Background: an optimization exercise with open tools, aiming at small area, a short achievable clock period and few clock cycles. Do not read the settings as production practice.
Function was checked by simulation only, so behaviour that the tests miss may differ from the original.
Power figures rest on the tool's default switching activity, not on a simulated workload.

===== flow/flow/run.sh =====
#!/bin/bash
# The standard layout (standard.sh: standard synthesis and ORFS flow),
# except that buffer_ports puts sky130_fd_sc_hd__buf_2 cells on the ports
# instead of the delay buffers it picks by itself.
set -euo pipefail
cd "$(dirname "$0")/.."
bash standard.sh "BUFFER_PORTS_ARGS=-buffer_cell sky130_fd_sc_hd__buf_2" finish > make_finish.log 2>&1

===== flow/constraint.sdc =====
create_clock -name core_clock -period 3.3 [get_ports {clk}]
set_input_delay 0.6600 -clock core_clock [delete_from_list [all_inputs] [get_ports {clk}]]
set_output_delay 0.6600 -clock core_clock [all_outputs]
set_load 0.01 [all_outputs]

===== flow/standard.sh =====
#!/bin/bash
# synth_recipe.tcl (not shown) runs the flow's synth.tcl, then flattens the netlist and writes it again
# the make line also repeats each setting of config.mk as NAME=value (left out here)
make -C /OpenROAD-flow-scripts/flow DESIGN_CONFIG=/design/flow/config.mk WORK_HOME=/design/flow/orfs CLKGATE_MAP_FILE= SYNTH_SCRIPT=/design/flow/synth_recipe.tcl "${@:-finish}"

===== flow/design.v =====
module seq_mult(d, done, clk, a, b, go, reset);
  output [63:0] d;
  output reg done;
  input clk;
  input [31:0] a, b;
  input go, reset;
  reg [31:0] m;               
  reg [31:0] q;               
  reg [31:0] hi;              
  reg [3:0] e1, e2, ng;      
  reg ngl;                    
  reg [33:0] s, c;           
  reg [7:0] slo;             
  reg [7:1] clo;             
  reg first;                  
  reg fa0;                    
  reg [2:0] cnt;
  function [11:0] benc(input [8:0] v);
    integer i;
    begin
      for (i = 0; i < 4; i = i + 1) begin
        benc[i] = v[2*i+1] ^ v[2*i];
        benc[4+i] = (v[2*i+2] & ~v[2*i+1] & ~v[2*i]) | (~v[2*i+2] & v[2*i+1] & v[2*i]);
        benc[8+i] = v[2*i+2];
      end
    end
  endfunction
  wire [11:0] enc_go = benc({a[8:1], 1'b0});
  wire [11:0] enc_nx = benc({q[16] & ~(cnt == 3'd2), q[15:8]});
  wire [9:0] lo = slo + {clo, 1'b0} + {ngl, 7'd0};
  wire [1:0] cy = lo[9:8] & {2{~first}};
  wire [33:0] si = {2'd0, m & {32{fa0}}} | s & {34{~first}};
  wire [33:0] ci = {first, 33'd0} | c & {34{~first}};
  wire [32:0] mx = {1'b0, m};
  wire [32:0] m2 = {m, 1'b0};
  wire [32:0] pp0 = (mx & {33{e1[0]}} | m2 & {33{e2[0]}}) ^ {33{ng[0]}};
  wire [32:0] pp1 = (mx & {33{e1[1]}} | m2 & {33{e2[1]}}) ^ {33{ng[1]}};
  wire [32:0] pp2 = (mx & {33{e1[2]}} | m2 & {33{e2[2]}}) ^ {33{ng[2]}};
  wire [32:0] pp3 = (mx & {33{e1[3]}} | m2 & {33{e2[3]}}) ^ {33{ng[3]}};
  wire hs1;
  wire hc2;
  wire hs3;
  wire hc4;
  wire fs5;
  wire fc6;
  wire ft7;
  wire hs8;
  wire hc9;
  wire fs10;
  wire fc11;
  wire ft12;
  wire fs13;
  wire fc14;
  wire ft15;
  wire fs16;
  wire fc17;
  wire ft18;
  wire fs19;
  wire fc20;
  wire ft21;
  wire fs22;
  wire fc23;
  wire ft24;
  wire fs25;
  wire fc26;
  wire ft27;
  wire fs28;
  wire fc29;
  wire ft30;
  wire fs31;
  wire fc32;
  wire ft33;
  wire fs34;
  wire fc35;
  wire ft36;
  wire fs37;
  wire fc38;
  wire ft39;
  wire fs40;
  wire fc41;
  wire ft42;
  wire fs43;
  wire fc44;
  wire ft45;
  wire fs46;
  wire fc47;
  wire ft48;
  wire fs49;
  wire fc50;
  wire ft51;
  wire fs52;
  wire fc53;
  wire ft54;
  wire fs55;
  wire fc56;
  wire ft57;
  wire fs58;
  wire fc59;
  wire ft60;
  wire fs61;
  wire fc62;
  wire ft63;
  wire fs64;
  wire fc65;
  wire ft66;
  wire fs67;
  wire fc68;
  wire ft69;
  wire fs70;
  wire fc71;
  wire ft72;
  wire fs73;
  wire fc74;
  wire ft75;
  wire fs76;
  wire fc77;
  wire ft78;
  wire fs79;
  wire fc80;
  wire ft81;
  wire fs82;
  wire fc83;
  wire ft84;
  wire fs85;
  wire fc86;
  wire ft87;
  wire fs88;
  wire fc89;
  wire ft90;
  wire fs91;
  wire fc92;
  wire ft93;
  wire fs94;
  wire fc95;
  wire ft96;
  wire fs97;
  wire fc98;
  wire ft99;
  wire fs100;
  wire fc101;
  wire ft102;
  wire fs103;
  wire fc104;
  wire ft105;
  wire fs106;
  wire fc107;
  wire ft108;
  wire fs109;
  wire fc110;
  wire ft111;
  wire fs112;
  wire fc113;
  wire ft114;
  wire fs115;
  wire fc116;
  wire ft117;
  wire fs118;
  wire fc119;
  wire ft120;
  wire fs121;
  wire fc122;
  wire ft123;
  wire fs124;
  wire fc125;
  wire ft126;
  wire fs127;
  wire fc128;
  wire ft129;
  wire fs130;
  wire fc131;
  wire ft132;
  wire hs133;
  wire hc134;
  wire hs135;
  wire hc136;
  wire fs137;
  wire fc138;
  wire ft139;
  wire hs140;
  wire hc141;
  wire fs142;
  wire fc143;
  wire ft144;
  wire hs145;
  wire hc146;
  wire fs147;
  wire fc148;
  wire ft149;
  wire fs150;
  wire fc151;
  wire ft152;
  wire fs153;
  wire fc154;
  wire ft155;
  wire fs156;
  wire fc157;
  wire ft158;
  wire fs159;
  wire fc160;
  wire ft161;
  wire fs162;
  wire fc163;
  wire ft164;
  wire fs165;
  wire fc166;
  wire ft167;
  wire fs168;
  wire fc169;
  wire ft170;
  wire fs171;
  wire fc172;
  wire ft173;
  wire fs174;
  wire fc175;
  wire ft176;
  wire fs177;
  wire fc178;
  wire ft179;
  wire fs180;
  wire fc181;
  wire ft182;
  wire fs183;
  wire fc184;
  wire ft185;
  wire fs186;
  wire fc187;
  wire ft188;
  wire fs189;
  wire fc190;
  wire ft191;
  wire fs192;
  wire fc193;
  wire ft194;
  wire fs195;
  wire fc196;
  wire ft197;
  wire fs198;
  wire fc199;
  wire ft200;
  wire fs201;
  wire fc202;
  wire ft203;
  wire fs204;
  wire fc205;
  wire ft206;
  wire fs207;
  wire fc208;
  wire ft209;
  wire fs210;
  wire fc211;
  wire ft212;
  wire fs213;
  wire fc214;
  wire ft215;
  wire fs216;
  wire fc217;
  wire ft218;
  wire fs219;
  wire fc220;
  wire ft221;
  wire fs222;
  wire fc223;
  wire ft224;
  wire fs225;
  wire fc226;
  wire ft227;
  wire fs228;
  wire fc229;
  wire ft230;
  wire fs231;
  wire fc232;
  wire ft233;
  wire fs234;
  wire fc235;
  wire ft236;
  wire fs237;
  wire fc238;
  wire ft239;
  wire fs240;
  wire fc241;
  wire ft242;
  wire fs243;
  wire fc244;
  wire ft245;
  wire fs246;
  wire fc247;
  wire ft248;
  wire fs249;
  wire fc250;
  wire ft251;
  wire fs252;
  wire fc253;
  wire ft254;
  wire fs255;
  wire fc256;
  wire ft257;
  wire fs258;
  wire fc259;
  wire ft260;
  wire fs261;
  wire fc262;
  wire ft263;
  wire fs264;
  wire fc265;
  wire ft266;
  wire fs267;
  wire fc268;
  wire ft269;
  wire fs270;
  wire fc271;
  wire ft272;
  wire fs273;
  wire fc274;
  wire ft275;
  wire fs276;
  wire fc277;
  wire ft278;
  wire fs279;
  wire fc280;
  wire ft281;
  wire fs282;
  wire fc283;
  wire ft284;
  wire fs285;
  wire fc286;
  wire ft287;
  wire hs288;
  wire hc289;
  wire fs290;
  wire fc291;
  wire ft292;
  wire hs293;
  wire hc294;
  wire hs295;
  wire hc296;
  wire fs297;
  wire fc298;
  wire ft299;
  wire fs300;
  wire fc301;
  wire ft302;
  wire fs303;
  wire fc304;
  wire ft305;
  wire fs306;
  wire fc307;
  wire ft308;
  wire fs309;
  wire fc310;
  wire ft311;
  wire fs312;
  wire fc313;
  wire ft314;
  wire fs315;
  wire fc316;
  wire ft317;
  wire fs318;
  wire fc319;
  wire ft320;
  wire fs321;
  wire fc322;
  wire ft323;
  wire fs324;
  wire fc325;
  wire ft326;
  wire fs327;
  wire fc328;
  wire ft329;
  wire fs330;
  wire fc331;
  wire ft332;
  wire fs333;
  wire fc334;
  wire ft335;
  wire fs336;
  wire fc337;
  wire ft338;
  wire fs339;
  wire fc340;
  wire ft341;
  wire fs342;
  wire fc343;
  wire ft344;
  wire fs345;
  wire fc346;
  wire ft347;
  wire fs348;
  wire fc349;
  wire ft350;
  wire fs351;
  wire fc352;
  wire ft353;
  wire fs354;
  wire fc355;
  wire ft356;
  wire fs357;
  wire fc358;
  wire ft359;
  wire fs360;
  wire fc361;
  wire ft362;
  wire fs363;
  wire fc364;
  wire ft365;
  wire fs366;
  wire fc367;
  wire ft368;
  wire fs369;
  wire fc370;
  wire ft371;
  wire fs372;
  wire fc373;
  wire ft374;
  wire fs375;
  wire fc376;
  wire ft377;
  wire fs378;
  wire fc379;
  wire ft380;
  wire fs381;
  wire fc382;
  wire ft383;
  wire fs384;
  wire fc385;
  wire ft386;
  wire fs387;
  wire fc388;
  wire ft389;
  wire fs390;
  wire fc391;
  wire ft392;
  wire fs393;
  wire fc394;
  wire ft395;
  wire fs396;
  wire fc397;
  wire ft398;
  wire fs399;
  wire fc400;
  wire ft401;
  wire fs402;
  wire fc403;
  wire ft404;
  wire fs405;
  wire fc406;
  wire ft407;
  wire fs408;
  wire fc409;
  wire ft410;
  wire fs411;
  wire fc412;
  wire ft413;
  wire hs414;
  wire hc415;
  wire hs416;
  wire hc417;
  assign hs1 = ci[4] ^ si[4];
  assign hc2 = ci[4] & si[4];
  assign hs3 = ng[2] ^ ci[5];
  assign hc4 = ng[2] & ci[5];
  assign ft7 = ci[6] ^ si[6];
  assign fs5 = ft7 ^ pp0[5];
  assign fc6 = (ci[6] & si[6]) | (ft7 & pp0[5]);
  assign hs8 = pp1[3] ^ pp2[1];
  assign hc9 = pp1[3] & pp2[1];
  assign ft12 = ci[7] ^ si[7];
  assign fs10 = ft12 ^ pp0[6];
  assign fc11 = (ci[7] & si[7]) | (ft12 & pp0[6]);
  assign ft15 = ci[8] ^ si[8];
  assign fs13 = ft15 ^ pp0[7];
  assign fc14 = (ci[8] & si[8]) | (ft15 & pp0[7]);
  assign ft18 = pp1[5] ^ pp2[3];
  assign fs16 = ft18 ^ pp3[1];
  assign fc17 = (pp1[5] & pp2[3]) | (ft18 & pp3[1]);
  assign ft21 = ci[9] ^ si[9];
  assign fs19 = ft21 ^ pp0[8];
  assign fc20 = (ci[9] & si[9]) | (ft21 & pp0[8]);
  assign ft24 = ci[10] ^ si[10];
  assign fs22 = ft24 ^ pp0[9];
  assign fc23 = (ci[10] & si[10]) | (ft24 & pp0[9]);
  assign ft27 = pp1[7] ^ pp2[5];
  assign fs25 = ft27 ^ pp3[3];
  assign fc26 = (pp1[7] & pp2[5]) | (ft27 & pp3[3]);
  assign ft30 = ci[11] ^ si[11];
  assign fs28 = ft30 ^ pp0[10];
  assign fc29 = (ci[11] & si[11]) | (ft30 & pp0[10]);
  assign ft33 = ci[12] ^ si[12];
  assign fs31 = ft33 ^ pp0[11];
  assign fc32 = (ci[12] & si[12]) | (ft33 & pp0[11]);
  assign ft36 = pp1[9] ^ pp2[7];
  assign fs34 = ft36 ^ pp3[5];
  assign fc35 = (pp1[9] & pp2[7]) | (ft36 & pp3[5]);
  assign ft39 = ci[13] ^ si[13];
  assign fs37 = ft39 ^ pp0[12];
  assign fc38 = (ci[13] & si[13]) | (ft39 & pp0[12]);
  assign ft42 = ci[14] ^ si[14];
  assign fs40 = ft42 ^ pp0[13];
  assign fc41 = (ci[14] & si[14]) | (ft42 & pp0[13]);
  assign ft45 = pp1[11] ^ pp2[9];
  assign fs43 = ft45 ^ pp3[7];
  assign fc44 = (pp1[11] & pp2[9]) | (ft45 & pp3[7]);
  assign ft48 = ci[15] ^ si[15];
  assign fs46 = ft48 ^ pp0[14];
  assign fc47 = (ci[15] & si[15]) | (ft48 & pp0[14]);
  assign ft51 = ci[16] ^ si[16];
  assign fs49 = ft51 ^ pp0[15];
  assign fc50 = (ci[16] & si[16]) | (ft51 & pp0[15]);
  assign ft54 = pp1[13] ^ pp2[11];
  assign fs52 = ft54 ^ pp3[9];
  assign fc53 = (pp1[13] & pp2[11]) | (ft54 & pp3[9]);
  assign ft57 = ci[17] ^ si[17];
  assign fs55 = ft57 ^ pp0[16];
  assign fc56 = (ci[17] & si[17]) | (ft57 & pp0[16]);
  assign ft60 = ci[18] ^ si[18];
  assign fs58 = ft60 ^ pp0[17];
  assign fc59 = (ci[18] & si[18]) | (ft60 & pp0[17]);
  assign ft63 = pp1[15] ^ pp2[13];
  assign fs61 = ft63 ^ pp3[11];
  assign fc62 = (pp1[15] & pp2[13]) | (ft63 & pp3[11]);
  assign ft66 = ci[19] ^ si[19];
  assign fs64 = ft66 ^ pp0[18];
  assign fc65 = (ci[19] & si[19]) | (ft66 & pp0[18]);
  assign ft69 = ci[20] ^ si[20];
  assign fs67 = ft69 ^ pp0[19];
  assign fc68 = (ci[20] & si[20]) | (ft69 & pp0[19]);
  assign ft72 = pp1[17] ^ pp2[15];
  assign fs70 = ft72 ^ pp3[13];
  assign fc71 = (pp1[17] & pp2[15]) | (ft72 & pp3[13]);
  assign ft75 = ci[21] ^ si[21];
  assign fs73 = ft75 ^ pp0[20];
  assign fc74 = (ci[21] & si[21]) | (ft75 & pp0[20]);
  assign ft78 = ci[22] ^ si[22];
  assign fs76 = ft78 ^ pp0[21];
  assign fc77 = (ci[22] & si[22]) | (ft78 & pp0[21]);
  assign ft81 = pp1[19] ^ pp2[17];
  assign fs79 = ft81 ^ pp3[15];
  assign fc80 = (pp1[19] & pp2[17]) | (ft81 & pp3[15]);
  assign ft84 = ci[23] ^ si[23];
  assign fs82 = ft84 ^ pp0[22];
  assign fc83 = (ci[23] & si[23]) | (ft84 & pp0[22]);
  assign ft87 = ci[24] ^ si[24];
  assign fs85 = ft87 ^ pp0[23];
  assign fc86 = (ci[24] & si[24]) | (ft87 & pp0[23]);
  assign ft90 = pp1[21] ^ pp2[19];
  assign fs88 = ft90 ^ pp3[17];
  assign fc89 = (pp1[21] & pp2[19]) | (ft90 & pp3[17]);
  assign ft93 = ci[25] ^ si[25];
  assign fs91 = ft93 ^ pp0[24];
  assign fc92 = (ci[25] & si[25]) | (ft93 & pp0[24]);
  assign ft96 = ci[26] ^ si[26];
  assign fs94 = ft96 ^ pp0[25];
  assign fc95 = (ci[26] & si[26]) | (ft96 & pp0[25]);
  assign ft99 = pp1[23] ^ pp2[21];
  assign fs97 = ft99 ^ pp3[19];
  assign fc98 = (pp1[23] & pp2[21]) | (ft99 & pp3[19]);
  assign ft102 = ci[27] ^ si[27];
  assign fs100 = ft102 ^ pp0[26];
  assign fc101 = (ci[27] & si[27]) | (ft102 & pp0[26]);
  assign ft105 = ci[28] ^ si[28];
  assign fs103 = ft105 ^ pp0[27];
  assign fc104 = (ci[28] & si[28]) | (ft105 & pp0[27]);
  assign ft108 = pp1[25] ^ pp2[23];
  assign fs106 = ft108 ^ pp3[21];
  assign fc107 = (pp1[25] & pp2[23]) | (ft108 & pp3[21]);
  assign ft111 = ci[29] ^ si[29];
  assign fs109 = ft111 ^ pp0[28];
  assign fc110 = (ci[29] & si[29]) | (ft111 & pp0[28]);
  assign ft114 = ci[30] ^ si[30];
  assign fs112 = ft114 ^ pp0[29];
  assign fc113 = (ci[30] & si[30]) | (ft114 & pp0[29]);
  assign ft117 = pp1[27] ^ pp2[25];
  assign fs115 = ft117 ^ pp3[23];
  assign fc116 = (pp1[27] & pp2[25]) | (ft117 & pp3[23]);
  assign ft120 = ci[31] ^ si[31];
  assign fs118 = ft120 ^ pp0[30];
  assign fc119 = (ci[31] & si[31]) | (ft120 & pp0[30]);
  assign ft123 = ci[32] ^ si[32];
  assign fs121 = ft123 ^ pp0[31];
  assign fc122 = (ci[32] & si[32]) | (ft123 & pp0[31]);
  assign ft126 = pp1[29] ^ pp2[27];
  assign fs124 = ft126 ^ pp3[25];
  assign fc125 = (pp1[29] & pp2[27]) | (ft126 & pp3[25]);
  assign ft129 = ci[33] ^ si[33];
  assign fs127 = ft129 ^ pp1[30];
  assign fc128 = (ci[33] & si[33]) | (ft129 & pp1[30]);
  assign ft132 = ~ng[0] ^ pp0[32];
  assign fs130 = ft132 ^ pp1[31];
  assign fc131 = (~ng[0] & pp0[32]) | (ft132 & pp1[31]);
  assign hs133 = pp2[29] ^ pp3[27];
  assign hc134 = pp2[29] & pp3[27];
  assign hs135 = ~ng[1] ^ pp1[32];
  assign hc136 = ~ng[1] & pp1[32];
  assign ft139 = ng[0] ^ ci[1];
  assign fs137 = ft139 ^ si[1];
  assign fc138 = (ng[0] & ci[1]) | (ft139 & si[1]);
  assign hs140 = ci[2] ^ si[2];
  assign hc141 = ci[2] & si[2];
  assign ft144 = ng[1] ^ ci[3];
  assign fs142 = ft144 ^ si[3];
  assign fc143 = (ng[1] & ci[3]) | (ft144 & si[3]);
  assign hs145 = pp0[2] ^ pp1[0];
  assign hc146 = pp0[2] & pp1[0];
  assign ft149 = pp0[3] ^ pp1[1];
  assign fs147 = ft149 ^ hs1;
  assign fc148 = (pp0[3] & pp1[1]) | (ft149 & hs1);
  assign ft152 = si[5] ^ pp0[4];
  assign fs150 = ft152 ^ pp1[2];
  assign fc151 = (si[5] & pp0[4]) | (ft152 & pp1[2]);
  assign ft155 = pp2[0] ^ hc2;
  assign fs153 = ft155 ^ hs3;
  assign fc154 = (pp2[0] & hc2) | (ft155 & hs3);
  assign ft158 = hc4 ^ hs8;
  assign fs156 = ft158 ^ fs5;
  assign fc157 = (hc4 & hs8) | (ft158 & fs5);
  assign ft161 = pp1[4] ^ pp2[2];
  assign fs159 = ft161 ^ pp3[0];
  assign fc160 = (pp1[4] & pp2[2]) | (ft161 & pp3[0]);
  assign ft164 = hc9 ^ fc6;
  assign fs162 = ft164 ^ fs10;
  assign fc163 = (hc9 & fc6) | (ft164 & fs10);
  assign ft167 = fc11 ^ fs13;
  assign fs165 = ft167 ^ fs16;
  assign fc166 = (fc11 & fs13) | (ft167 & fs16);
  assign ft170 = pp1[6] ^ pp2[4];
  assign fs168 = ft170 ^ pp3[2];
  assign fc169 = (pp1[6] & pp2[4]) | (ft170 & pp3[2]);
  assign ft173 = fc14 ^ fc17;
  assign fs171 = ft173 ^ fs19;
  assign fc172 = (fc14 & fc17) | (ft173 & fs19);
  assign ft176 = fc20 ^ fs22;
  assign fs174 = ft176 ^ fs25;
  assign fc175 = (fc20 & fs22) | (ft176 & fs25);
  assign ft179 = pp1[8] ^ pp2[6];
  assign fs177 = ft179 ^ pp3[4];
  assign fc178 = (pp1[8] & pp2[6]) | (ft179 & pp3[4]);
  assign ft182 = fc23 ^ fc26;
  assign fs180 = ft182 ^ fs28;
  assign fc181 = (fc23 & fc26) | (ft182 & fs28);
  assign ft185 = fc29 ^ fs31;
  assign fs183 = ft185 ^ fs34;
  assign fc184 = (fc29 & fs31) | (ft185 & fs34);
  assign ft188 = pp1[10] ^ pp2[8];
  assign fs186 = ft188 ^ pp3[6];
  assign fc187 = (pp1[10] & pp2[8]) | (ft188 & pp3[6]);
  assign ft191 = fc32 ^ fc35;
  assign fs189 = ft191 ^ fs37;
  assign fc190 = (fc32 & fc35) | (ft191 & fs37);
  assign ft194 = fc38 ^ fs40;
  assign fs192 = ft194 ^ fs43;
  assign fc193 = (fc38 & fs40) | (ft194 & fs43);
  assign ft197 = pp1[12] ^ pp2[10];
  assign fs195 = ft197 ^ pp3[8];
  assign fc196 = (pp1[12] & pp2[10]) | (ft197 & pp3[8]);
  assign ft200 = fc41 ^ fc44;
  assign fs198 = ft200 ^ fs46;
  assign fc199 = (fc41 & fc44) | (ft200 & fs46);
  assign ft203 = fc47 ^ fs49;
  assign fs201 = ft203 ^ fs52;
  assign fc202 = (fc47 & fs49) | (ft203 & fs52);
  assign ft206 = pp1[14] ^ pp2[12];
  assign fs204 = ft206 ^ pp3[10];
  assign fc205 = (pp1[14] & pp2[12]) | (ft206 & pp3[10]);
  assign ft209 = fc50 ^ fc53;
  assign fs207 = ft209 ^ fs55;
  assign fc208 = (fc50 & fc53) | (ft209 & fs55);
  assign ft212 = fc56 ^ fs58;
  assign fs210 = ft212 ^ fs61;
  assign fc211 = (fc56 & fs58) | (ft212 & fs61);
  assign ft215 = pp1[16] ^ pp2[14];
  assign fs213 = ft215 ^ pp3[12];
  assign fc214 = (pp1[16] & pp2[14]) | (ft215 & pp3[12]);
  assign ft218 = fc59 ^ fc62;
  assign fs216 = ft218 ^ fs64;
  assign fc217 = (fc59 & fc62) | (ft218 & fs64);
  assign ft221 = fc65 ^ fs67;
  assign fs219 = ft221 ^ fs70;
  assign fc220 = (fc65 & fs67) | (ft221 & fs70);
  assign ft224 = pp1[18] ^ pp2[16];
  assign fs222 = ft224 ^ pp3[14];
  assign fc223 = (pp1[18] & pp2[16]) | (ft224 & pp3[14]);
  assign ft227 = fc68 ^ fc71;
  assign fs225 = ft227 ^ fs73;
  assign fc226 = (fc68 & fc71) | (ft227 & fs73);
  assign ft230 = fc74 ^ fs76;
  assign fs228 = ft230 ^ fs79;
  assign fc229 = (fc74 & fs76) | (ft230 & fs79);
  assign ft233 = pp1[20] ^ pp2[18];
  assign fs231 = ft233 ^ pp3[16];
  assign fc232 = (pp1[20] & pp2[18]) | (ft233 & pp3[16]);
  assign ft236 = fc77 ^ fc80;
  assign fs234 = ft236 ^ fs82;
  assign fc235 = (fc77 & fc80) | (ft236 & fs82);
  assign ft239 = fc83 ^ fs85;
  assign fs237 = ft239 ^ fs88;
  assign fc238 = (fc83 & fs85) | (ft239 & fs88);
  assign ft242 = pp1[22] ^ pp2[20];
  assign fs240 = ft242 ^ pp3[18];
  assign fc241 = (pp1[22] & pp2[20]) | (ft242 & pp3[18]);
  assign ft245 = fc86 ^ fc89;
  assign fs243 = ft245 ^ fs91;
  assign fc244 = (fc86 & fc89) | (ft245 & fs91);
  assign ft248 = fc92 ^ fs94;
  assign fs246 = ft248 ^ fs97;
  assign fc247 = (fc92 & fs94) | (ft248 & fs97);
  assign ft251 = pp1[24] ^ pp2[22];
  assign fs249 = ft251 ^ pp3[20];
  assign fc250 = (pp1[24] & pp2[22]) | (ft251 & pp3[20]);
  assign ft254 = fc95 ^ fc98;
  assign fs252 = ft254 ^ fs100;
  assign fc253 = (fc95 & fc98) | (ft254 & fs100);
  assign ft257 = fc101 ^ fs103;
  assign fs255 = ft257 ^ fs106;
  assign fc256 = (fc101 & fs103) | (ft257 & fs106);
  assign ft260 = pp1[26] ^ pp2[24];
  assign fs258 = ft260 ^ pp3[22];
  assign fc259 = (pp1[26] & pp2[24]) | (ft260 & pp3[22]);
  assign ft263 = fc104 ^ fc107;
  assign fs261 = ft263 ^ fs109;
  assign fc262 = (fc104 & fc107) | (ft263 & fs109);
  assign ft266 = fc110 ^ fs112;
  assign fs264 = ft266 ^ fs115;
  assign fc265 = (fc110 & fs112) | (ft266 & fs115);
  assign ft269 = pp1[28] ^ pp2[26];
  assign fs267 = ft269 ^ pp3[24];
  assign fc268 = (pp1[28] & pp2[26]) | (ft269 & pp3[24]);
  assign ft272 = fc113 ^ fc116;
  assign fs270 = ft272 ^ fs118;
  assign fc271 = (fc113 & fc116) | (ft272 & fs118);
  assign ft275 = fc119 ^ fs121;
  assign fs273 = ft275 ^ fs124;
  assign fc274 = (fc119 & fs121) | (ft275 & fs124);
  assign ft278 = pp2[28] ^ pp3[26];
  assign fs276 = ft278 ^ ~pp0[32];
  assign fc277 = (pp2[28] & pp3[26]) | (ft278 & ~pp0[32]);
  assign ft281 = fc122 ^ fc125;
  assign fs279 = ft281 ^ fs127;
  assign fc280 = (fc122 & fc125) | (ft281 & fs127);
  assign ft284 = hs133 ^ fc128;
  assign fs282 = ft284 ^ fs130;
  assign fc283 = (hs133 & fc128) | (ft284 & fs130);
  assign ft287 = pp2[30] ^ pp3[28];
  assign fs285 = ft287 ^ ~pp1[32];
  assign fc286 = (pp2[30] & pp3[28]) | (ft287 & ~pp1[32]);
  assign hs288 = hc134 ^ fc131;
  assign hc289 = hc134 & fc131;
  assign ft292 = pp2[31] ^ pp3[29];
  assign fs290 = ft292 ^ hs135;
  assign fc291 = (pp2[31] & pp3[29]) | (ft292 & hs135);
  assign hs293 = pp3[30] ^ ~pp2[32];
  assign hc294 = pp3[30] & ~pp2[32];
  assign hs295 = ~ng[2] ^ pp2[32];
  assign hc296 = ~ng[2] & pp2[32];
  assign ft299 = ci[0] ^ si[0];
  assign fs297 = ft299 ^ cy[0];
  assign fc298 = (ci[0] & si[0]) | (ft299 & cy[0]);
  assign ft302 = pp0[0] ^ cy[1];
  assign fs300 = ft302 ^ fs137;
  assign fc301 = (pp0[0] & cy[1]) | (ft302 & fs137);
  assign ft305 = pp0[1] ^ hs140;
  assign fs303 = ft305 ^ fc138;
  assign fc304 = (pp0[1] & hs140) | (ft305 & fc138);
  assign ft308 = hc141 ^ hs145;
  assign fs306 = ft308 ^ fs142;
  assign fc307 = (hc141 & hs145) | (ft308 & fs142);
  assign ft311 = hc146 ^ fc143;
  assign fs309 = ft311 ^ fs147;
  assign fc310 = (hc146 & fc143) | (ft311 & fs147);
  assign ft314 = fs150 ^ fc148;
  assign fs312 = ft314 ^ fs153;
  assign fc313 = (fs150 & fc148) | (ft314 & fs153);
  assign ft317 = fc151 ^ fc154;
  assign fs315 = ft317 ^ fs156;
  assign fc316 = (fc151 & fc154) | (ft317 & fs156);
  assign ft320 = fs159 ^ fc157;
  assign fs318 = ft320 ^ fs162;
  assign fc319 = (fs159 & fc157) | (ft320 & fs162);
  assign ft323 = fc160 ^ fc163;
  assign fs321 = ft323 ^ fs165;
  assign fc322 = (fc160 & fc163) | (ft323 & fs165);
  assign ft326 = fs168 ^ fc166;
  assign fs324 = ft326 ^ fs171;
  assign fc325 = (fs168 & fc166) | (ft326 & fs171);
  assign ft329 = fc169 ^ fc172;
  assign fs327 = ft329 ^ fs174;
  assign fc328 = (fc169 & fc172) | (ft329 & fs174);
  assign ft332 = fs177 ^ fc175;
  assign fs330 = ft332 ^ fs180;
  assign fc331 = (fs177 & fc175) | (ft332 & fs180);
  assign ft335 = fc178 ^ fc181;
  assign fs333 = ft335 ^ fs183;
  assign fc334 = (fc178 & fc181) | (ft335 & fs183);
  assign ft338 = fs186 ^ fc184;
  assign fs336 = ft338 ^ fs189;
  assign fc337 = (fs186 & fc184) | (ft338 & fs189);
  assign ft341 = fc187 ^ fc190;
  assign fs339 = ft341 ^ fs192;
  assign fc340 = (fc187 & fc190) | (ft341 & fs192);
  assign ft344 = fs195 ^ fc193;
  assign fs342 = ft344 ^ fs198;
  assign fc343 = (fs195 & fc193) | (ft344 & fs198);
  assign ft347 = fc196 ^ fc199;
  assign fs345 = ft347 ^ fs201;
  assign fc346 = (fc196 & fc199) | (ft347 & fs201);
  assign ft350 = fs204 ^ fc202;
  assign fs348 = ft350 ^ fs207;
  assign fc349 = (fs204 & fc202) | (ft350 & fs207);
  assign ft353 = fc205 ^ fc208;
  assign fs351 = ft353 ^ fs210;
  assign fc352 = (fc205 & fc208) | (ft353 & fs210);
  assign ft356 = fs213 ^ fc211;
  assign fs354 = ft356 ^ fs216;
  assign fc355 = (fs213 & fc211) | (ft356 & fs216);
  assign ft359 = fc214 ^ fc217;
  assign fs357 = ft359 ^ fs219;
  assign fc358 = (fc214 & fc217) | (ft359 & fs219);
  assign ft362 = fs222 ^ fc220;
  assign fs360 = ft362 ^ fs225;
  assign fc361 = (fs222 & fc220) | (ft362 & fs225);
  assign ft365 = fc223 ^ fc226;
  assign fs363 = ft365 ^ fs228;
  assign fc364 = (fc223 & fc226) | (ft365 & fs228);
  assign ft368 = fs231 ^ fc229;
  assign fs366 = ft368 ^ fs234;
  assign fc367 = (fs231 & fc229) | (ft368 & fs234);
  assign ft371 = fc232 ^ fc235;
  assign fs369 = ft371 ^ fs237;
  assign fc370 = (fc232 & fc235) | (ft371 & fs237);
  assign ft374 = fs240 ^ fc238;
  assign fs372 = ft374 ^ fs243;
  assign fc373 = (fs240 & fc238) | (ft374 & fs243);
  assign ft377 = fc241 ^ fc244;
  assign fs375 = ft377 ^ fs246;
  assign fc376 = (fc241 & fc244) | (ft377 & fs246);
  assign ft380 = fs249 ^ fc247;
  assign fs378 = ft380 ^ fs252;
  assign fc379 = (fs249 & fc247) | (ft380 & fs252);
  assign ft383 = fc250 ^ fc253;
  assign fs381 = ft383 ^ fs255;
  assign fc382 = (fc250 & fc253) | (ft383 & fs255);
  assign ft386 = fs258 ^ fc256;
  assign fs384 = ft386 ^ fs261;
  assign fc385 = (fs258 & fc256) | (ft386 & fs261);
  assign ft389 = fc259 ^ fc262;
  assign fs387 = ft389 ^ fs264;
  assign fc388 = (fc259 & fc262) | (ft389 & fs264);
  assign ft392 = fs267 ^ fc265;
  assign fs390 = ft392 ^ fs270;
  assign fc391 = (fs267 & fc265) | (ft392 & fs270);
  assign ft395 = fc268 ^ fc271;
  assign fs393 = ft395 ^ fs273;
  assign fc394 = (fc268 & fc271) | (ft395 & fs273);
  assign ft398 = fs276 ^ fc274;
  assign fs396 = ft398 ^ fs279;
  assign fc397 = (fs276 & fc274) | (ft398 & fs279);
  assign ft401 = fc277 ^ fc280;
  assign fs399 = ft401 ^ fs282;
  assign fc400 = (fc277 & fc280) | (ft401 & fs282);
  assign ft404 = fs285 ^ hs288;
  assign fs402 = ft404 ^ fc283;
  assign fc403 = (fs285 & hs288) | (ft404 & fc283);
  assign ft407 = fc286 ^ hc289;
  assign fs405 = ft407 ^ fs290;
  assign fc406 = (fc286 & hc289) | (ft407 & fs290);
  assign ft410 = hc136 ^ hs293;
  assign fs408 = ft410 ^ fc291;
  assign fc409 = (hc136 & hs293) | (ft410 & fc291);
  assign ft413 = pp3[31] ^ hc294;
  assign fs411 = ft413 ^ hs295;
  assign fc412 = (pp3[31] & hc294) | (ft413 & hs295);
  assign hs414 = ~pp3[32] ^ hc296;
  assign hc415 = ~pp3[32] & hc296;
  assign hs416 = ~ng[3] ^ pp3[32];
  assign hc417 = ~ng[3] & pp3[32];
  wire [41:0] ts = {hc417, hs416, hs414, fs411, fc406, fs405, fc400, fc397, fc394, fc391, fc388, fc385, fc382, fc379, fc376, fc373, fc370, fc367, fc364, fc361, fc358, fc355, fc352, fc349, fc346, fc343, fc340, fc337, fc334, fc331, fc328, fc325, fc322, fc319, fc316, fc313, fc310, fc307, fc304, fc301, fc298, fs297};
  wire [41:0] tc = {1'b0, hc415, fc412, fc409, fs408, fc403, fs402, fs399, fs396, fs393, fs390, fs387, fs384, fs381, fs378, fs375, fs372, fs369, fs366, fs363, fs360, fs357, fs354, fs351, fs348, fs345, fs342, fs339, fs336, fs333, fs330, fs327, fs324, fs321, fs318, fs315, fs312, fs309, fs306, fs303, fs300, 1'b0};
  wire [39:0] xa = {s[31:0], slo};
  wire [39:0] xb = {c[31:0], clo, 1'b0};
  wire [39:0] sum = xa + xb;
  always @(posedge clk, posedge reset)
    if (reset)
      done <= 1'b0;
    else if (go)
      done <= 1'b0;
    else if (cnt == 3'd4)
      done <= 1'b1;
  always @(posedge clk)
    if (go) begin
      first <= 1'b1;
      fa0 <= a[0];
      cnt <= 3'd0;
      q <= a;
      {ng, e2, e1} <= enc_go;
    end else begin
      first <= 1'b0;
      fa0 <= 1'b0;
      {ng, e2, e1} <= enc_nx;
      if (!done) begin
        cnt <= cnt + 3'd1;
        q <= {lo[7:0], q[31:8]};
      end
    end
  always @(posedge clk)
    m <= b & {32{go}} | m & {32{~go}};
  always @(posedge clk) begin
    s <= ts[41:8];
    c <= tc[41:8];
    slo <= ts[7:0];
    clo <= tc[7:1];
    ngl <= ng[3];
    if (!done && cnt == 3'd4)
      hi <= sum[39:8];
  end
  assign d = {hi, q};
endmodule

===== flow/config.mk =====
export PLATFORM = sky130hd
export DESIGN_NAME = seq_mult
export DESIGN_NICKNAME = seq_mult
export VERILOG_FILES = /design/flow/design.v
export SDC_FILE = /design/flow/constraint.sdc
export NUM_CORES = 4
export LEC_CHECK = 0
export CAP_MARGIN = 20
export CORE_MARGIN = 2
export CORE_UTILIZATION = 40
export CTS_BUF_LIST = sky130_fd_sc_hd__clkbuf_8 sky130_fd_sc_hd__clkbuf_16
export PLACE_DENSITY = 0.6
export SETUP_SLACK_MARGIN = 0.45
export SLEW_MARGIN = 20

==> impl_metrics.tcl, run 1 <==
set metrics [dict create \
    antenna_cells 0 \
    syn_to_final_growth_pct 12.9 \
    hold_viol_final 0 \
    max_cap_violations 0 \
    combPwrFrac 0.642 \
    antenna_found_initial 0 \
    yosys_warnings 1 \
    multi_input_area_um2 8400 \
    tns_ns 0 \
    total_power_mw 18.3 \
    syn-num-nets 1592 \
    setup_viol_count_final 0 \
    ir_worst_vdd_mv 0.419 \
    synth_top_area_frac 0.204 \
    power.density_nw_per_um2 1150 \
    core.rowCount 68 \
    grt_max_degree 66 \
    regArea_um2 4920 \
    period_minus_slack_ns 2.84 \
    cts_tree "yes" \
    nFillCells 3297 \
    status "complete, no violations" \
    switching_power_mw 8.44 \
    pwr-share-clk 0.110 \
    fin_crit_sh 0.862 \
    clockRootBuffer "clkbuf_16" \
    ys_top_cells_by_area "edfxtp_1 20%, fa_1 19%, dfxtp_1 14%" \
    yosysUniqueCellTypes 64 \
    placedCellCount 1836 \
    synth-async-reset-ratio 0.00508 \
    r2r-start "slo[4]" \
    finalMaxSlewViolations 0 \
    dr.pass1.iters 5 \
    required_ns 3.48 \
    clock_path_buffers 2 \
    cts_sinks 197 \
    die-area_um2 36900 \
    grt_pass1_vias 10242 \
    drc 0 \
    post-route-util 0.460 \
    clock_latency_ns 0.45 \
    p_int_mw 9.87 \
    synth-seq-cells 197 \
    grt_usage 0.204 \
    ys.flop_type "dfxtp_1" \
    setup.worst_path.class "register to register" \
    relSlewSlack 0.328 \
    htree_levels 4 \
    reg2reg_depth 11 \
    synth_edf_count 96 \
    place_congestion 0.870 \
    die_w_um 192 \
    die_h_um 192 \
    crit_path_start_kind "register" \
    layout_commonest_cell "xnor2_1" \
    synth_area_leader_cell "edfxtp_1" \
    r2r_setup_slack_ns 0.46 \
    synth.cell_area_um2 14100 \
    worst_pin_slew_ns 1.01 \
    io_pins 132 \
    syn_area_per_cell_um2 10.6 \
    switching_share 0.461 \
    grt_overflow_total 0 \
    core-area_um2 34700 \
    grt_pass1_wl_mm 57.9 \
    vias 10109 \
    hp-class "primary input to asynchronous set/reset pin" \
    critical_path.max_fanout 4 \
    drtIter0Drc 957 \
    cts_hold_buf 0 \
    hpwlAfterDp_mm 27.6 \
    fin_nets 1666 \
    layout_common_cells "161 x xnor2_1, 152 x a22oi_1, 139 x inv_1" \
    ant_nets 0 \
    synthCells 1329 \
    seq_area_frac_synth 0.347 \
    portBuffers 131 \
    cp.arrival_ns 3.03 \
    skew_ns 0.0101 \
    power_leakage_nw 6.53 \
    layout-drive-gt1-share 0.182 \
    cts_buffers 17 \
    power_frac_seq 0.248 \
    max_freq_mhz 352 \
    finalNonFillerCells 1871 \
    wire_per_inst_um 19.5 \
    finalWirelength_mm 36.4 \
    path_clk_slew_ns 0.08 \
    grt_setup_unrepaired "yes" \
    vias_per_cell 5.40 \
    regToRegEndpoint "hi[30]" \
    start_util 0.407 \
    critPathCaptureType "register" \
]
power by group through the flow:
stage	Combinational (mW)	Clock [mW]	Sequential, mW
6_report	11.7	2.02	4.54
5_1_grt	13.4	2.16	4.62
4_1_cts	11.6	2.07	4.53
3_5_place_dp	11.5	0	4.57
3_3_place_gp	11.1	0	4.58
2_1_floorplan	8.52	0	4.29
metrics by stage:
stage | setup WS (ns) | hold WS, ns | instance area, um2
after floorplan | 0.462 | 0.330 | 14100
after global placement | 0.281 | 0.496 | 15300
after detailed placement | 0.250 | 0.498 | 15300
after CTS | 0.382 | 0.00600 | 15900
after global routing | 0.343 | 0.00186 | 16000
final | 0.456 | 0.0275 | 16000
cell usage after synthesis (17+ instances only):
library cell	number
xnor2_1	161
a22oi_1	152
inv_1	137
fa_1	136
dfxtp_1	100
edfxtp_1	96
nand2_1	83
clkbuf_1	76
ha_1	60
a21oi_1	48
nor2_1	32
buf_1	25
o21ai_0	25
mux2_2	24
xor2_1	17
kinds of logic after synthesis:
logic type	after synthesis	share of synthesized area
buf+inv	247	0.0669
flops	197	0.347
xor+xnor	178	0.110
mux	26	0.0205
compound gates	300	0.148
fa+ha+maj	196	0.246
simple gates	185	0.0615
cell type report:
cell class | count | area share
repair buffers | 161 | 0.0616
well taps | 455 | 0.0357
multi-input cells | 885 | 0.526
flip-flops and latches | 197 | 0.308
inverters | 141 | 0.0335
clock inverters | 15 | 0.00784
clock buffers | 17 | 0.0267
layer usage:
| layer | up-vias | track usage | share of wire |
|---|---|---|---|
| met1 | 5028 | 0.310 | 0.49 |
| met5 | - | 0 | 0 |
| met4 | 0 | 0.0514 | 0.016 |
| met3 | 42 | 0.0380 | 0.061 |
| met2 | 352 | 0.298 | 0.44 |
| li1 | 4687 | - | - |
timing repair:
item                                    CTS  global route
gates cloned                              0             0
gates resized for setup                  13            24
pin swaps                                 5             9
endpoints found under the setup margin   52            48
hold endpoints to repair                  0             0
buffers inserted                          0             3
worst max path at each step:
stage	startpoint	to	slack (ns)	depth (start not counted)
2_1_floorplan	e2[0]	c[1]	0.46	8
3_3_place_gp	slo[5]	hi[31]	0.28	11
3_5_place_dp	slo[5]	hi[31]	0.25	11
4_1_cts	slo[4]	hi[30]	0.38	11
5_1_grt	slo[5]	hi[31]	0.34	11
6_report	slo[4]	hi[30]	0.46	11
worst max-delay path: stages, from the launching register on:
cell and delay [ns]:
dfxtp_2 0.36, ha_4 0.13, inv_1 0.04, fa_2 0.33, a21boi_1 0.13, a311o_1 0.32
a211o_1 0.30, a211o_1 0.32, a21oi_4 0.23, and3_4 0.23, or3_4 0.11, o311ai_2 0.07
Testbench counts, summed over its fixed seeds: cycles 14,408.
==> inputs of run 2 (changes only) <==
==> flow/config.mk (replaced) <==
export PLATFORM = sky130hd
export DESIGN_NAME = seq_mult
export DESIGN_NICKNAME = seq_mult
export VERILOG_FILES = /design/flow/design.v
export SDC_FILE = /design/flow/constraint.sdc
export NUM_CORES = 4
export LEC_CHECK = 0
export CAP_MARGIN = 5
export CORE_MARGIN = 2
export CORE_UTILIZATION = 40
export CTS_BUF_LIST = sky130_fd_sc_hd__clkbuf_8
export PLACE_DENSITY = 0.6
export SETUP_SLACK_MARGIN = 0.45
export SLEW_MARGIN = 5
==> run 2 against run 1 <==
Critical endpoint unchanged; global-route usage is 0.099 points lower; utilization shrank 0.49 points; highest routed layer unchanged; maximum frequency down 0.62%; synthesized area unchanged; clock skew is 0.0026 ns higher.
==> impl_metrics.tcl, run 2 <==
set metrics [dict create \
    status "complete, no violations" \
    synth.cell_area_um2 14100 \
    setup.worst_path.class "register to register" \
    clock_latency_ns 0.49 \
    hold_viol_final 0 \
    power_leakage_nw 6.46 \
    synth_commonest_cells "161 x xnor2_1, 152 x a22oi_1, 137 x inv_1" \
    start_util 0.407 \
    synthCells 1329 \
    syn_to_final_growth_pct 11.7 \
    power.density_nw_per_um2 1130 \
    layout_common_cells "161 x xnor2_1, 152 x a22oi_1, 139 x inv_1" \
    grt_pass1_wl_mm 57.7 \
    cts_sinks 197 \
    seq_area_frac_synth 0.347 \
    cp.arrival_ns 3.09 \
    drtIter0Drc 824 \
    reg2reg_depth 11 \
    synth.most_common_cell "xnor2_1" \
    synth_area_leader_cell "edfxtp_1" \
    clockRootBuffer "clkbuf_8" \
    io_pins 132 \
    crit_path_start_kind "register" \
    wire_per_inst_um 19.4 \
    ant_nets 0 \
    finalWirelength_mm 36.3 \
    htree_levels 4 \
    synth_edf_count 96 \
    hp-class "primary input to register" \
    antenna_found_initial 0 \
    yosysUniqueCellTypes 64 \
    grt_max_degree 66 \
    antenna_cells 0 \
    place_congestion 0.870 \
    max_freq_mhz 349 \
    worst_pin_slew_ns 1.02 \
    portBuffers 131 \
    max_cap_violations 0 \
    layout_commonest_cell "xnor2_1" \
    skew_ns 0.0127 \
    core-area_um2 34700 \
    fin_nets 1668 \
    critPathCaptureType "register" \
    relSlewSlack 0.321 \
    hpwlAfterDp_mm 27.6 \
    syn-num-nets 1592 \
    grt_overflow_total 0 \
    yosys_warnings 1 \
    hold_path_depth 1 \
    tns_ns 0 \
    ys.flop_type "dfxtp_1" \
    ir_worst_vdd_mv 0.391 \
    postLayoutCellArea_um2 15800 \
    required_ns 3.53 \
    dr.pass1.iters 7 \
    ys_top_cells_by_area "edfxtp_1 20%, fa_1 19%, dfxtp_1 14%" \
    grt_pass1_vias 10257 \
    die_h_um 192 \
    cts_tree "yes" \
    path_clk_slew_ns 0.11 \
    cts_buffers 17 \
    core.rowCount 68 \
    nFillCells 3321 \
    vias_per_cell 5.38 \
    grt_usage 0.203 \
    die-area_um2 36900 \
    drc 0 \
    setup_viol_count_final 0 \
    total_power_mw 17.8 \
    clock_path_buffers 2 \
    layout-drive-gt1-share 0.183 \
    die_w_um 192 \
    finalMaxSlewViolations 0 \
    synth_top_area_frac 0.204 \
    syn_area_per_cell_um2 10.6 \
    vias 10080 \
    grt_setup_unrepaired "yes" \
    post_dp_cell_area_um2 15300 \
    critical_path.max_fanout 4 \
    fin_crit_sh 0.867 \
    synth-async-reset-ratio 0.00508 \
    period_minus_slack_ns 2.86 \
    synth-seq-cells 197 \
]
[run 2: worst max-delay path: stages (launching register included)]
cell and delay, ns:
dfxtp_2 0.37, ha_4 0.13, inv_1 0.04, fa_2 0.33, a21boi_1 0.13, a311o_1 0.31
a211o_1 0.30, a211o_1 0.32, a21oi_4 0.24, and3_4 0.23, or3_4 0.11, o311ai_2 0.07
[run 2: path summary, 6_finish.rpt]
check	slack, ns	to	start
worst max-delay path	0.44	hi[30]	slo[4]
worst min-delay path	0.33	register	b[31]
worst max register to register	0.44	hi[30]	slo[4]
worst min register to register	0.57	cnt[0]	cnt[0]
max in group asynchronous	2.69	done	reset
min in group asynchronous	0.53	done	reset
[run 2: final cells by class]
cell class,instances,area [um2],area share
Clock buffer,17,234,0.0148
Clock inverter,15,125,0.00792
Inverter,141,534,0.0338
Multi-Input combinational cell,885,8410,0.532
Sequential cell,197,4920,0.312
Tap cell,455,569,0.0361
Timing Repair Buffer,163,1000,0.0634
[run 2: layer usage]
metal  vias to the layer above  GRT usage  routed length, um  part of all wire
met2                       347      0.296              15800              0.44
met4                         0     0.0531                622             0.017
li1                       4682          -                  -                 -
met3                        42     0.0378               2280             0.063
met5                         -          0                  0                 0
met1                      5009      0.307              17600              0.48
[run 2: cell families after synthesis]
kind of cell | synth area share
compound gates | 0.148
xor+xnor | 0.110
fa+ha+maj | 0.246
buf+inv | 0.0669
flops | 0.347
mux | 0.0205
simple gates | 0.0615
[run 2: report_power, final]
group	switching (mW)	leakage, nW	internal, mW
logic	6.70	4.47	5.04
clock network	0.965	0.182	0.543
registers	0.690	1.80	3.85
[run 2: repair_timing]
action                                  CTS  global route
hold endpoints to repair                  1             0
gates resized for setup                  15            22
pin swaps                                 5             9
hold buffers                              1             0
buffers inserted                          0             4
endpoints found under the setup margin   52            49
[run 2: per-stage QoR]
| step | std cells | worst slack (ns) | utilization | hold slack, ns |
|---|---|---|---|---|
| finish | 1873 | 0.438 | 0.455 | 0.332 |
| global route | 1873 | 0.330 | 0.455 | 0.298 |
| CTS | 1869 | 0.380 | 0.452 | 0.308 |
| detailed placement | 1836 | 0.250 | 0.440 | 0.498 |
| global placement | 1836 | 0.281 | 0.440 | 0.496 |
| floorplan | 1329 | 0.462 | - | 0.330 |
==> inputs of run 3 (changes only) <==
--- a/flow/config.mk
+++ b/flow/config.mk
@@ -6,9 +6,9 @@
 export NUM_CORES = 4
 export LEC_CHECK = 0
-export CAP_MARGIN = 5
+export CAP_MARGIN = 20
 export CORE_MARGIN = 2
 export CORE_UTILIZATION = 40
 export CTS_BUF_LIST = sky130_fd_sc_hd__clkbuf_8
 export PLACE_DENSITY = 0.6
-export SETUP_SLACK_MARGIN = 0.45
-export SLEW_MARGIN = 5
+export SETUP_SLACK_MARGIN = 0.3
+export SLEW_MARGIN = 20
==> run 3 against run 2 <==
Utilization is 0.15 points lower; wire length is 3.1% higher; worst hold slack hardly changed; largest power group unchanged; highest routed layer unchanged.
==> impl_metrics.tcl, run 3 <==
set metrics [dict create \
    skew_ns 0.0140 \
    htree_levels 4 \
    hold_viol_final 0 \
    p_int_mw 9.38 \
    grt_usage 0.212 \
    hold_path_depth 1 \
    power_frac_seq 0.260 \
    max_freq_mhz 330 \
    cts_sinks 197 \
    max_cap_violations 0 \
    die-area_um2 36900 \
    switching_share 0.469 \
    hpwlAfterDp_mm 28.7 \
    synth_edf_count 96 \
    grt_max_degree 42 \
    combPwrFrac 0.655 \
    core-area_um2 34700 \
    setup_viol_count_final 0 \
    syn_to_final_growth_pct 11.3 \
    core.rowCount 68 \
    layout-drive-gt1-share 0.179 \
    synth_top_area_frac 0.204 \
    cts_buffers 17 \
    clock_latency_ns 0.49 \
    fin_crit_sh 0.917 \
    setup.worst_path.class "register to register" \
    die_h_um 192 \
    power_leakage_nw 6.47 \
    hold_ws_ns 0.331 \
    grt_pass1_vias 10576 \
    slowest_delay_ns 0.37 \
    fin_ws_ns 0.273 \
    tns_ns 0 \
    fin_nets 1672 \
    drc 0 \
    path_depth 11 \
    post_dp_cell_area_um2 15300 \
    synth.cell_area_um2 14100 \
    relSlewSlack 0.293 \
    worst_pin_slew_ns 1.06 \
    synthCells 1329 \
    synth-async-reset-ratio 0.00508 \
    synth_commonest_cells "161 x xnor2_1, 152 x a22oi_1, 137 x inv_1" \
    start_util 0.407 \
    crit_path_start_kind "register" \
    synth-seq-cells 197 \
    switching_power_mw 8.30 \
    vias 10150 \
    grt_overflow_total 0 \
    yosysUniqueCellTypes 64 \
    crit_family "compound AO/OA/AOI/OAI gates" \
    wire_per_inst_um 20.0 \
    die_w_um 192 \
    antenna_cells 0 \
    critical_path.max_fanout 4 \
    syn_area_per_cell_um2 10.6 \
    drtIter0Drc 837 \
    crit_path_frequent_cell "a211o_1" \
    required_ns 3.51 \
    seq_area_frac_synth 0.347 \
    cts_tree "yes" \
    dp_slack_ns 0.211 \
    finalWirelength_mm 37.5 \
    power.density_nw_per_um2 1120 \
    clockRootBuffer "clkbuf_8" \
    finalMaxSlewViolations 0 \
    critPathCaptureType "register" \
    vias_per_cell 5.41 \
    period_minus_slack_ns 3.03 \
    ys.flop_type "dfxtp_1" \
    antenna_found_initial 0 \
    critPathBufInv 1 \
    dr.pass1.iters 5 \
    path_clk_slew_ns 0.11 \
    cp.arrival_ns 3.24 \
    portBuffers 131 \
    reg2reg_depth 11 \
    pwr-share-clk 0.085 \
    layout_commonest_cell "xnor2_1" \
    clock_path_buffers 2 \
    syn-num-nets 1592 \
    layout_common_cells "161 x xnor2_1, 152 x a22oi_1, 138 x inv_1" \
    crit_slowest_cell "dfxtp_2" \
    place_congestion 0.860 \
    ir_worst_vdd_mv 0.385 \
    io_pins 132 \
    ys_top_cells_by_area "edfxtp_1 20%, fa_1 19%, dfxtp_1 14%" \
    synth_area_leader_cell "edfxtp_1" \
    cp_cell_sequence "ha_4 > inv_1 > fa_2 > a21boi_1 > a311o_1 > a211o_1 > a211o_1 > a21oi_4 > and3_4 > or3_4 > o311ai_2" \
    grt_setup_unrepaired "yes" \
    status "complete, no violations" \
    hp-class "primary input to register" \
    synth.most_common_cell "xnor2_1" \
    grt_pass1_wl_mm 59.5 \
    postLayoutCellArea_um2 15700 \
    ant_nets 0 \
    yosys_warnings 1 \
]
[run 3: power by group through the flow]
| stage | combinational (mW) | clock [mW] | sequential (mW) |
|---|---|---|---|
| after floorplan | 8.52 | 0 | 4.29 |
| after global placement | 11.0 | 0 | 4.62 |
| after detailed placement | 11.4 | 0 | 4.61 |
| after CTS | 11.5 | 1.55 | 4.56 |
| after global routing | 13.3 | 1.65 | 4.65 |
| final | 11.6 | 1.51 | 4.59 |
[run 3: path summary, 6_finish.rpt]
check / end / from / slack [ns]
min: register / b[8] / 0.33
min in group asynchronous: done / reset / 0.54
min reg2reg: cnt[0] / cnt[0] / 0.56
max reg2reg: hi[30] / slo[4] / 0.27
max in group asynchronous: done / reset / 2.67
max: hi[30] / slo[4] / 0.27
[run 3: kinds of logic after synthesis]
| group | share of synthesized area |
|---|---|
| muxes | 0.0205 |
| AOI/OAI and AO/OA | 0.148 |
| xor gates and xnor gates | 0.110 |
| and+or+nand+nor | 0.0615 |
| DFF | 0.347 |
| buffers and inverters | 0.0669 |
| adders and majority gates | 0.246 |
[run 3: cell type report]
cell class,instances,area (um2)
fillers,3343,19000
clock buffers,17,234
multi-input cells,885,8350
inverters,141,529
clock inverters,15,129
well taps,455,569
repair buffers,167,1010
flip-flops and latches,197,4920
[run 3: layer usage]
layer  track usage  part of all wire  vias to the layer above
met5             0                 0                        -
met4        0.0643             0.022                        0
met3        0.0406             0.067                       46
met2         0.325              0.45                      366
met1         0.303              0.46                     5069
li1              -                 -                     4669
[run 3: per-stage QoR]
step | utilization | power, mW | cells
after global placement | 0.440 | 15.7 | 1841
after detailed placement | 0.440 | 16.0 | 1841
after CTS | 0.451 | 17.6 | 1874
after floorplan | - | 12.8 | 1329
after global routing | 0.453 | 19.6 | 1877
final | 0.453 | 17.7 | 1877
[run 3: repair_timing]
action | in CTS | in global routing
hold buffers | 1 | 0
setup endpoints to repair | 13 | 12
gates resized for setup | 3 | 17
pin swaps | 0 | 7
setup buffers | 0 | 3
endpoints found under the hold margin | 1 | 0
gates cloned | 0 | 0
==> inputs of run 4 (changes only) <==
--- a/flow/config.mk
+++ b/flow/config.mk
@@ -11,4 +11,4 @@
 export CTS_BUF_LIST = sky130_fd_sc_hd__clkbuf_8
 export PLACE_DENSITY = 0.6
-export SETUP_SLACK_MARGIN = 0.3
+export SETUP_SLACK_MARGIN = 0.45
 export SLEW_MARGIN = 20
==> run 4 against run 3 <==
Synthesized area stayed put; final cell count fell by 0.21%; worst setup slack gained 0.17 ns; largest power group unchanged; power increased by 0.65%; still clean; utilization up 0.15 points; worst hold slack barely moved; die area stayed put; non-clock buffer count is 4 lower; maximum frequency is 5.8% higher.
==> impl_metrics.tcl, run 4 <==
set metrics [dict create \
    status "complete, no violations" \
    hpwlAfterDp_mm 27.6 \
    synth-xor-area-share 0.110 \
    ys_top_cells_by_area "edfxtp_1 20%, fa_1 19%, dfxtp_1 14%" \
    synth_top_area_frac 0.204 \
    synth-seq-cells 197 \
    nFillCells 3321 \
    postLayoutCellArea_um2 15800 \
    skew_ns 0.0127 \
    clock_path_buffers 2 \
    combPwrFrac 0.660 \
    syn_area_per_cell_um2 10.6 \
    htree_levels 4 \
    fin_crit_sh 0.867 \
    cts_buffers 17 \
    core-area_um2 34700 \
    synth_commonest_cells "161 x xnor2_1, 152 x a22oi_1, 137 x inv_1" \
    drtIter0Drc 824 \
    tns_ns 0 \
    setup.worst_path.class "register to register" \
    p_int_mw 9.43 \
    switching_share 0.470 \
    pwr-share-clk 0.085 \
    regArea_um2 4920 \
    yosys_warnings 1 \
    antenna_cells 0 \
    seq_area_frac_synth 0.347 \
    grt_usage 0.203 \
    ys.flop_type "dfxtp_1" \
    syn-num-nets 1592 \
    grt_max_degree 66 \
    finalMaxSlewViolations 0 \
    worst_pin_slew_ns 1.02 \
    synth-compound-area-share 0.148 \
    synth_area_leader_cell "edfxtp_1" \
    antenna_found_initial 0 \
    synth.cell_area_um2 14100 \
    grt_overflow_total 0 \
    cts_sinks 197 \
    total_power_mw 17.8 \
    switching_power_mw 8.36 \
    vias_per_cell 5.38 \
    synth_fa_ha_area_frac 0.246 \
    synth_mux_area_frac 0.0205 \
    die_h_um 192 \
    ant_nets 0 \
    fin_nets 1668 \
    vias 10080 \
    ir_worst_vdd_mv 0.391 \
    path_clk_slew_ns 0.11 \
    core.rowCount 68 \
    multi_input_area_um2 8410 \
    max_freq_mhz 349 \
    power_leakage_nw 6.46 \
    synth-async-reset-ratio 0.00508 \
    fin_ws_ns 0.438 \
    synth_top_family_by_area "adder cells" \
    dp_slack_ns 0.250 \
    hold_viol_final 0 \
    required_ns 3.53 \
    post_dp_cell_area_um2 15300 \
    synth.most_common_cell "xnor2_1" \
    setup_viol_count_final 0 \
    clock_latency_ns 0.49 \
    start_util 0.407 \
    grt_pass1_wl_mm 57.7 \
    synthCells 1329 \
    syn_to_final_growth_pct 11.7 \
    grt_pass1_vias 10257 \
    io_pins 132 \
    synthSimpleGateAreaFrac 0.0615 \
    place_congestion 0.870 \
    crit_path_start_kind "register" \
    die_w_um 192 \
    layout-drive-gt1-share 0.183 \
    max_cap_violations 0 \
    synth_edf_count 96 \
    r2r_setup_slack_ns 0.44 \
    critical_path.max_fanout 4 \
    layout_commonest_cell "xnor2_1" \
    yosysUniqueCellTypes 64 \
    power_frac_seq 0.255 \
    die-area_um2 36900 \
    period_minus_slack_ns 2.86 \
    dr.pass1.iters 7 \
    layout_common_cells "161 x xnor2_1, 152 x a22oi_1, 139 x inv_1" \
    portBuffers 131 \
    power.density_nw_per_um2 1130 \
    relSlewSlack 0.321 \
    wire_per_inst_um 19.4 \
    critPathCaptureType "register" \
    clockRootBuffer "clkbuf_8" \
    cp.arrival_ns 3.09 \
    drc 0 \
    grt_setup_unrepaired "yes" \
    hp-class "primary input to register" \
    finalWirelength_mm 36.3 \
    cts_tree "yes" \
]
[run 4: cell counts after synthesis]
No cell type changed its count.
[run 4: area by class of cell]
cell class	instances	share of cell area
Multi-Input combinational cell	885	0.532
Clock buffer	17	0.0148
Sequential cell	197	0.312
Timing Repair Buffer	163	0.0634
Clock inverter	15	0.00792
Inverter	141	0.0338
Tap cell	455	0.0361
[run 4: logic make-up after synthesis]
| group | after synthesis |
|---|---|
| AOI/OAI and AO/OA | 300 |
| and+or+nand+nor | 185 |
| DFF | 197 |
| adders and majority gates | 196 |
| buffers and inverters | 247 |
| xor gates and xnor gates | 178 |
| muxes | 26 |
[run 4: per-layer routing]
metal | vias to the layer above | part of all wire | track usage
met5 | - | 0 | 0
met4 | 0 | 0.017 | 0.0531
met3 | 42 | 0.063 | 0.0378
met2 | 347 | 0.44 | 0.296
met1 | 5009 | 0.48 | 0.307
li1 | 4682 | - | -
[run 4: critical path: stages (launching register included)]
cell      delay [ns]
dfxtp_2         0.37
ha_4            0.13
inv_1           0.04
fa_2            0.33
a21boi_1        0.13
a311o_1         0.31
a211o_1         0.30
a211o_1         0.32
a21oi_4         0.24
and3_4          0.23
or3_4           0.11
o311ai_2        0.07
[run 4: power groups by stage]
stage                     Combinational [mW]  Sequential (mW)  Clock [mW]
final                                   11.7             4.54        1.51
after global routing                    13.4             4.62        1.65
after CTS                               11.6             4.53        1.55
after detailed placement                11.5             4.57           0
after global placement                  11.1             4.58           0
after floorplan                         8.52             4.29           0
[run 4: worst paths after layout]
kind / start / to / depth (start not counted)
min: b[31] / register / 1
max in group asynchronous: reset / done / 3
max: slo[4] / hi[30] / 11
min reg2reg: cnt[0] / cnt[0] / 2
min in group asynchronous: reset / done / 3
max reg2reg: slo[4] / hi[30] / 11
[run 4: what timing repair did]
action,CTS,global route
gates cloned,0,0
buffers inserted,0,4
pin swaps,5,9
setup endpoints to repair,52,49
hold buffers,1,0
gates resized for setup,15,22
endpoints found under the hold margin,1,0
[run 4: per-stage QoR]
| stage | cells | hold slack, ns | utilization |
|---|---|---|---|
| 5_1_grt | 1873 | 0.298 | 0.455 |
| 2_1_floorplan | 1329 | 0.330 | - |
| 3_3_place_gp | 1836 | 0.496 | 0.440 |
| 3_5_place_dp | 1836 | 0.498 | 0.440 |
| 6_report | 1873 | 0.332 | 0.455 |
| 4_1_cts | 1869 | 0.308 | 0.452 |
==> inputs of run 5 (changes only) <==
--- a/flow/config.mk
+++ b/flow/config.mk
@@ -10,5 +10,5 @@
 export CORE_UTILIZATION = 40
 export CTS_BUF_LIST = sky130_fd_sc_hd__clkbuf_8
-export PLACE_DENSITY = 0.6
+export PLACE_DENSITY = 0.72
 export SETUP_SLACK_MARGIN = 0.45
 export SLEW_MARGIN = 20
==> run 5 against run 4 <==
Worst setup slack got worse by 0.023 ns; synthesized cell count did not move; final cell count rose by 0.16%; sequential power barely moved; non-clock buffer count rose by 3; first-iteration DRC count rose by 13%; sequential share of layout area fell by 0.15 points; worst hold slack improved by 0.0018 ns; design area rose by 0.53%; synthesized area did not move; power rose by 0.81%; highest routed layer unchanged.
==> impl_metrics.tcl, run 5 <==
set metrics [dict create \
    regArea_um2 4920 \
    layout_commonest_cell "xnor2_1" \
    dr.pass1.iters 6 \
    vias 10276 \
    max_cap_violations 0 \
    crit_path_start_kind "register" \
    worst_pin_slew_ns 0.933 \
    path_clk_slew_ns 0.11 \
    yosysUniqueCellTypes 64 \
    synth_top_area_frac 0.204 \
    synth_area_leader_cell "edfxtp_1" \
    synthSimpleGateAreaFrac 0.0615 \
    grt_overflow_total 0 \
    synth_fa_ha_area_frac 0.246 \
    grt_setup_unrepaired "yes" \
    ir_worst_vdd_mv 0.409 \
    fin_nets 1671 \
    antenna_cells 0 \
    total_power_mw 17.9 \
    synthCells 1329 \
    syn_area_per_cell_um2 10.6 \
    hold_viol_final 0 \
    crit_slowest_cell "dfxtp_2" \
    critPathCaptureType "register" \
    cts_sinks 197 \
    ys.flop_type "dfxtp_1" \
    power_leakage_nw 6.50 \
    ys_top_cells_by_area "edfxtp_1 20%, fa_1 19%, dfxtp_1 14%" \
    synth-async-reset-ratio 0.00508 \
    antenna_found_initial 0 \
    cp.arrival_ns 3.11 \
    status "complete, no violations" \
    die-area_um2 36900 \
    required_ns 3.53 \
    grt_pass1_vias 10349 \
    clock_latency_ns 0.49 \
    syn-num-nets 1592 \
    drc 0 \
    cts_buffers 17 \
    cp_cell_sequence "ha_4 > inv_2 > fa_2 > a21boi_2 > a311o_1 > a211o_1 > a211o_1 > a21oi_4 > and3_4 > or3_4 > o311ai_2" \
    grt_max_degree 66 \
    start_util 0.407 \
    slowest_delay_ns 0.37 \
    critical_path.max_fanout 4 \
    drtIter0Drc 932 \
    grt_pass1_wl_mm 56.6 \
    synth-xor-area-share 0.110 \
    hp-class "primary input to register" \
    place_congestion 0.880 \
    nFillCells 3210 \
    finalWirelength_mm 35.6 \
    synth_mux_area_frac 0.0205 \
    vias_per_cell 5.48 \
    hpwlAfterDp_mm 27.0 \
    crit_path_frequent_cell "a211o_1" \
    synth-seq-cells 197 \
    relSlewSlack 0.376 \
    synth_edf_count 96 \
    setup.worst_path.class "register to register" \
    core.rowCount 68 \
    layout_common_cells "161 x xnor2_1, 152 x a22oi_1, 137 x inv_1" \
    portBuffers 131 \
    finalMaxSlewViolations 0 \
    htree_levels 4 \
    synth_commonest_cells "161 x xnor2_1, 152 x a22oi_1, 137 x inv_1" \
    die_w_um 192 \
    grt_usage 0.199 \
    fin_crit_sh 0.874 \
    max_freq_mhz 347 \
    clock_path_buffers 2 \
    setup_viol_count_final 0 \
    ant_nets 0 \
    seq_area_frac_synth 0.347 \
    power.density_nw_per_um2 1130 \
    core-area_um2 34700 \
    synth.most_common_cell "xnor2_1" \
    die_h_um 192 \
    layout-drive-gt1-share 0.184 \
    period_minus_slack_ns 2.88 \
    synth_top_family_by_area "adder cells" \
    cts_tree "yes" \
    tns_ns 0 \
    io_pins 132 \
    yosys_warnings 1 \
    synth-compound-area-share 0.148 \
    synth.cell_area_um2 14100 \
    syn_to_final_growth_pct 12.3 \
    multi_input_area_um2 8380 \
    clockRootBuffer "clkbuf_8" \
    wire_per_inst_um 19.0 \
    skew_ns 0.0175 \
]
==> run 5: cell counts after synthesis <==
Identical to the previous run, type by type.
==> run 5: through the flow <==
step	area, um2	util	hold slack, ns	cells	worst slack [ns]
global placement	15300	0.440	0.497	1836	0.323
finish	15900	0.457	0.334	1876	0.415
detailed placement	15300	0.440	0.495	1836	0.265
CTS	15800	0.454	0.301	1869	0.391
floorplan	14100	-	0.330	1329	0.462
global route	15900	0.457	0.306	1876	0.321
==> run 5: worst paths after layout <==
kind	from	end	slack (ns)	depth (start not counted)
max	slo[4]	hi[30]	0.42	11
min	b[31]	register	0.33	1
max reg2reg	slo[4]	hi[30]	0.42	11
min reg2reg	slo[0]	q[24]	0.56	1
max in group asynchronous	reset	done	2.69	3
min in group asynchronous	reset	done	0.52	3
==> run 5: cells by family after synthesis <==
group	count (synthesis)
flip-flops	197
AO/OA/AOI/OAI	300
multiplexers	26
XOR/XNOR	178
adder cells (fa/ha/maj)	196
AND/OR/NAND/NOR	185
buffers and inverters	247
==> run 5: final cells by class <==
type                       instances  area share
clock buffer                      18      0.0156
multi-input combinational        885       0.528
sequential                       197       0.310
clock inverter                    14      0.0110
inverter                         141      0.0333
timing repair buffer             166      0.0661
tap                              455      0.0359
==> run 5: power breakdown <==
| group | leakage, nW | internal, mW | switching [mW] |
|---|---|---|---|
| logic | 4.49 | 5.08 | 6.64 |
| registers | 1.80 | 3.85 | 0.675 |
| clock network | 0.213 | 0.777 | 0.914 |
==> run 5: worst max-delay path: cells and delay by family, from the launching register on <==
family	cells	cell delay [ns]
AOI/OAI and AO/OA	6	1.41
adders and majority gates	2	0.48
DFF	1	0.37
and+or+nand+nor	2	0.33
buffers and inverters	1	0.03
==> run 5: timing repair <==
action / in CTS / in global routing
endpoints found under the hold margin: 1 / 0
setup endpoints to repair: 11 / 39
hold buffers: 1 / 0
pin swaps: 1 / 10
gates resized for setup: 13 / 18
buffers inserted: 0 / 7
==> run 5: routing by layer <==
| metal | vias to the layer above | routed length, um | track usage |
|---|---|---|---|
| met5 | - | 0 | 0 |
| met4 | 0 | 652 | 0.0567 |
| met3 | 49 | 2500 | 0.0345 |
| met2 | 406 | 16200 | 0.306 |
| met1 | 5144 | 16200 | 0.288 |
| li1 | 4677 | - | - |

[re-timing with driven ports]
The flow's constraints put no driver on any port. The routed layouts listed below were extracted and timed again, unchanged, in two steps.
Step 1: set_driving_cell puts a clkbuf_16 on clk and a buf_2 on each other input, an assumption about the parent block.
Step 2 also shifts input and output timing later by t, the mid clock arrival at the registers, as if the neighbouring blocks saw the same clock.
Slacks: ideal / step 1 / step 2; pairs: ideal / step 1.
run | t, ns | setup WS [ns] | hold slack, ns | worst setup path after step 2 | worst data-port slew with drivers (ns)
run 1 | 0.497 | 0.456 / 0.456 / 0.456 | 0.027 / -0.004 / 0.494 | register to register | 0.05
run 2 | 0.533 | 0.438 / 0.438 / 0.438 | 0.332 / 0.312 / 0.565 | register to register | 0.05
run 3 | 0.534 | 0.273 / 0.273 / 0.273 | 0.331 / 0.309 / 0.563 | register to register | 0.05
run 4 | 0.533 | 0.438 / 0.438 / 0.438 | 0.332 / 0.312 / 0.565 | register to register | 0.05
run 5 | 0.532 | 0.415 / 0.415 / 0.415 | 0.334 / 0.306 / 0.565 | register to register | 0.06
After both steps every run listed still meets setup and hold.
